This is an optimization exercise on Yosys and OpenROAD, whose aim is small area, not a production implementation. The RTL was checked by simulation tests, not by an equivalence proof against the original design. Power and IR drop assume default switching activity.

run 1:
## diwall_top
module diwall_top (
    input  logic        clk,
    input  logic        rst_n,
    input  logic [11:0] csr_addr,
    input  logic [31:0] csr_wdata,
    input  logic [63:0] hpm0,
    input  logic [63:0] hpm1,
    input  logic [63:0] hpm2,
    output logic [1:0]  alert,
    output logic        alert_jamming,
    output logic        detect_done,
    output logic        ewma_done,
    output logic        enable_detect,
    output logic [31:0] ewma_rssi
);
  logic armed;    
  logic en;       
  logic an;       
  logic dd;       
  logic init;     
  logic valid;    
  logic jam;      
  logic        v0, v1;      
  logic [30:2] rx;          
  logic        rs;          
  logic [30:0] q;           
  logic        qs;          
  logic        cy;          
  localparam int CUT = 17;
  wire csr_hit  = (csr_addr == 12'h320);
  wire arm_wr   = csr_hit & ~|csr_wdata;
  wire disarm_wr= csr_hit & &csr_wdata;
  wire busy     = en | an | (dd & init);    
  wire start    = armed & disarm_wr;
  wire ld_init  = start & ~init;
  wire ld_sum   = an & init;
  wire gt0 = (|hpm0[63:6]) | (&hpm0[5:3]);
  ...
Size in the first run: about 280 I/O pins.
export LEC_CHECK = 0
export CAP_MARGIN = 20
export CORE_MARGIN = 2
export CORE_UTILIZATION = 40
export SLEW_MARGIN = 20
create_clock -name core_clock -period 5.0 [get_ports {clk}]
standard.sh (not shown) runs the stock make flow with config.mk's settings and CLKGATE_MAP_FILE= SYNTH_SCRIPT=/design/flow/synth_recipe.tcl, a recipe that flattens the netlist after the stock synthesis.
==> flow/flow/run.sh <==
#!/bin/bash
# The standard layout, with the smallest buffer (buf_1) on every input and
# output port, and a clock tree of small buffers without dummy loads.
set -euo pipefail
bash standard.sh BUFFER_PORTS_ARGS="-buffer_cell sky130_fd_sc_hd__buf_1" \
  CTS_ARGS="-sink_clustering_enable -repair_clock_nets -dont_use_dummy_load -buf_list sky130_fd_sc_hd__clkbuf_8 -sink_clustering_size 40 -sink_clustering_max_diameter 300" \
  finish > orfs_make.log 2>&1
Per the final summary, run 1 finished and its layout is clean on timing, DRC and antenna.
Modified inputs, run 2 compared to run 1
==> flow/flow/run.sh <==
#!/bin/bash
# The standard layout, with the smallest buffer (buf_1) on every input and
# output port, and a clock tree of small buffers without dummy loads.
set -euo pipefail
bash standard.sh RECOVER_POWER=100 BUFFER_PORTS_ARGS="-buffer_cell sky130_fd_sc_hd__buf_1" \
  CTS_ARGS="-sink_clustering_enable -repair_clock_nets -dont_use_dummy_load -buf_list sky130_fd_sc_hd__clkbuf_4" \
  finish > orfs_make.log 2>&1
Notes after the runs:
Completing all stages was not enough for run 2: its layout failed the final checks because of max-capacitance violations, max-slew violations.
Max share of the core filled with cells in the final layout across run 1 and run 2: run 1
H-tree depth across run 1 and run 2: no real change.
On post-route clock period utilization, the lower figure sits with run 1, not run 2.
Compared with run 1, run 2 shows a higher number of pins with negative max-slew slack in the final report.
[compare] base=run 1 new=run 2: proportion of cell area occupied by registers went up; post-route cell area went down; wire length did not really move; area added between synthesis and finish went down; total setup violations reported at the end of the flow did not really move.
Here is what was changed in the inputs of run 3 compared with run 2.
==> flow/flow/run.sh <==
#!/bin/bash
# The standard layout, with the smallest buffer (buf_1) on every input and
# output port, and a clock tree of small buffers without dummy loads.
set -euo pipefail
bash standard.sh BUFFER_PORTS_ARGS="-buffer_cell sky130_fd_sc_hd__buf_1" \
  CTS_ARGS="-sink_clustering_enable -repair_clock_nets -dont_use_dummy_load -buf_list sky130_fd_sc_hd__clkbuf_2 -root_buf sky130_fd_sc_hd__clkbuf_8 -sink_clustering_size 10" \
  finish > orfs_make.log 2>&1
### Flow results
- Looking only at multi-input combinational area share, and setting everything else aside, the lower value of run 3 and run 2 goes to run 3.
- Detailed-route wire length per cell across run 3 and run 2: no real change.
- From run 3 to run 2, final RePlAce weighted congestion did not move at all.
- Run 3 finished end to end and its layout was clean on timing, DRC and antenna.
- Run 3 reports its endpoint of the worst setup timing path as q[15]$_DFFE_PP_ while run 2 reports q[16]$_DFFE_PP_.
- Compared with run 2, run 3 shows headroom to the max-slew limit higher by 77 points.
- Power share of the clock group was lower in run 2 than in run 3.
- Going from run 2 to run 3, routed wire length was more or less identical; combinational gate power neither gained nor lost much.
- Share of power burned in combinational logic in run 3 is 0.7 points lower than in run 2
What run 4 does differently from run 3 at the input level:
==> flow/flow/run.sh <==
#!/bin/bash
# The standard layout, with the smallest buffer (buf_1) on every input and
# output port, and a clock tree of small buffers without dummy loads.
set -euo pipefail
bash standard.sh BUFFER_PORTS_ARGS="-buffer_cell sky130_fd_sc_hd__buf_1" \
  CTS_ARGS="-sink_clustering_enable -repair_clock_nets -dont_use_dummy_load -buf_list sky130_fd_sc_hd__clkbuf_4" \
  finish > orfs_make.log 2>&1
[summary]
Smallest hold slack sits higher in run 4 than in run 3.
Run 4 ended up with a lower part of the power in the clock network than run 3 did.
Run 3 has lower flip-flop and latch share of the layout cell area than run 4.

---

diwall_top again, from the RTL that the note above started with.
clock: 5.0 ns
lec_check: 0
cap_margin: 20
core_margin: 2
core_utilization: 40
slew_margin: 20
==> flow/flow/run.sh <==
#!/bin/bash
# The standard layout, with the smallest buffer (buf_1) on every input and
# output port, and a clock tree of small buffers without dummy loads.
set -euo pipefail
bash standard.sh BUFFER_PORTS_ARGS="-buffer_cell sky130_fd_sc_hd__buf_1" \
  CTS_ARGS="-sink_clustering_enable -repair_clock_nets -dont_use_dummy_load -buf_list sky130_fd_sc_hd__clkbuf_8 -sink_clustering_size 24 -sink_clustering_max_diameter 60" \
  finish > orfs_make.log 2>&1
Next try:
--- a/flow/flow/run.sh
+++ b/flow/flow/run.sh
@@ -6 +6 @@
-  CTS_ARGS="-sink_clustering_enable -repair_clock_nets -dont_use_dummy_load -buf_list sky130_fd_sc_hd__clkbuf_8 -sink_clustering_size 24 -sink_clustering_max_diameter 60" \
+  CTS_ARGS="-sink_clustering_enable -repair_clock_nets -dont_use_dummy_load -buf_list sky130_fd_sc_hd__clkbuf_4" \
CORE_UTILIZATION = 65   (was 40)
The new run passed the timing, DRC and antenna checks.
Utilization climbs by 31 points.
Setup slack degrades by 0.019 ns.
Via count rose by about 1.9%.
Next try:
--- a/flow/flow/run.sh
+++ b/flow/flow/run.sh
@@ -6 +6 @@
-  CTS_ARGS="-sink_clustering_enable -repair_clock_nets -dont_use_dummy_load -buf_list sky130_fd_sc_hd__clkbuf_4" \
+  CTS_ARGS="-sink_clustering_enable -repair_clock_nets -dont_use_dummy_load -buf_list sky130_fd_sc_hd__clkbuf_4 -root_buf sky130_fd_sc_hd__clkbuf_8 -sink_clustering_size 20" \
CORE_UTILIZATION = 40   (was 65)
After rerunning: Power goes up by 10%. Die area is higher by about 60%. Fmax climbs by about 0.5%.
Next try:
==> flow/run.sh (new file) <==
#!/bin/bash
# synth_recipe.tcl (not shown) runs the flow's synth.tcl, then flattens the netlist and writes it again
# the make line also repeats each setting of config.mk as NAME=value (left out here)
make -C /OpenROAD-flow-scripts/flow DESIGN_CONFIG=/design/flow/config.mk WORK_HOME=/design/flow/orfs CLKGATE_MAP_FILE= SYNTH_SCRIPT=/design/flow/synth_recipe.tcl finish
removed: flow/flow/run.sh
removed: flow/standard.sh
The new run completed without violations.
Maximum frequency grows by 0.73%.
Clock-buffer cell count grows by 5.
Non-clock buffer count does not change.
Core utilization grows by 14 points.
Register-to-register slack is better by 0.03 ns.
Die area is unchanged.
First-iteration DRC count grows by 5.1%.
Worst setup slack is better by 0.028 ns.
Cell count grows by 0.86%.
Area after synthesis does not change.
Wire length grows by 4.8%.
Next try:
==> flow/flow/run.sh (new file) <==
#!/bin/bash
# The standard layout, with the smallest buffer (buf_1) on every input and
# output port, and a clock tree of small buffers without dummy loads.
set -euo pipefail
bash standard.sh BUFFER_PORTS_ARGS="-buffer_cell sky130_fd_sc_hd__buf_1" \
  CTS_ARGS="-sink_clustering_enable -repair_clock_nets -dont_use_dummy_load -buf_list sky130_fd_sc_hd__clkbuf_4 -sink_clustering_size 30 -sink_clustering_max_diameter 200" \
  finish > orfs_make.log 2>&1
==> flow/standard.sh (new file) <==
#!/bin/bash
# synth_recipe.tcl (not shown) runs the flow's synth.tcl, then flattens the netlist and writes it again
# the make line also repeats each setting of config.mk as NAME=value (left out here)
make -C /OpenROAD-flow-scripts/flow DESIGN_CONFIG=/design/flow/config.mk WORK_HOME=/design/flow/orfs CLKGATE_MAP_FILE= SYNTH_SCRIPT=/design/flow/synth_recipe.tcl "${@:-finish}"
removed: flow/run.sh
Core utilization came out lower by 14 points.
Total power came out lower by 32%.
Area after synthesis is unchanged.
Clock power came out lower by 58%.
Hold slack barely changes.
Worst setup slack is worse by 0.033 ns.
Synthesized cell count does not change.

port drivers added, routing unchanged:
No port has a modelled driver above. Below, the same layouts with a new extraction and two added sets of constraints.
Step 1 assumes that a clkbuf_16 drives the clock port and a buf_2 every other input.
Step 2, shift: input delay + t, output delay - t, t = (earliest + latest rising clock arrival at the registers) / 2. This alone moves slack from input paths to output paths.
Three values: no drivers, after step 1, after step 2; two values: the first two.
run | shift t [ns] | setup WS [ns] | worst setup path after step 2 | clock arrival spread, ns
run 1 | 0.386 | 1.158 / 1.158 / 1.158 | register to register | 0.016 / 0.016
run 2 | 0.452 | 1.060 / 1.060 / 0.910 | input to register | 0.028 / 0.028
run 3 | 0.386 | 1.158 / 1.158 / 1.158 | register to register | 0.016 / 0.016
run 4 | 0.449 | 1.153 / 1.153 / 1.153 | register to register | 0.024 / 0.024
the first run of note 2 | 0.386 | 1.158 / 1.158 / 1.158 | register to register | 0.016 / 0.016
the second run of note 2 | 0.424 | 1.139 / 1.139 / 1.139 | register to register | 0.031 / 0.032
the third run of note 2 | 0.386 | 1.158 / 1.158 / 1.158 | register to register | 0.016 / 0.016
the fourth run of note 2 | 0.363 | 1.186 / 1.186 / 1.186 | register to register | 0.007 / 0.008
the fifth run of note 2 | 0.449 | 1.153 / 1.153 / 1.153 | register to register | 0.024 / 0.024
The setup slack of run 2, which loses most, moves by 0.000 ns with the drivers and by -0.150 ns with both steps.
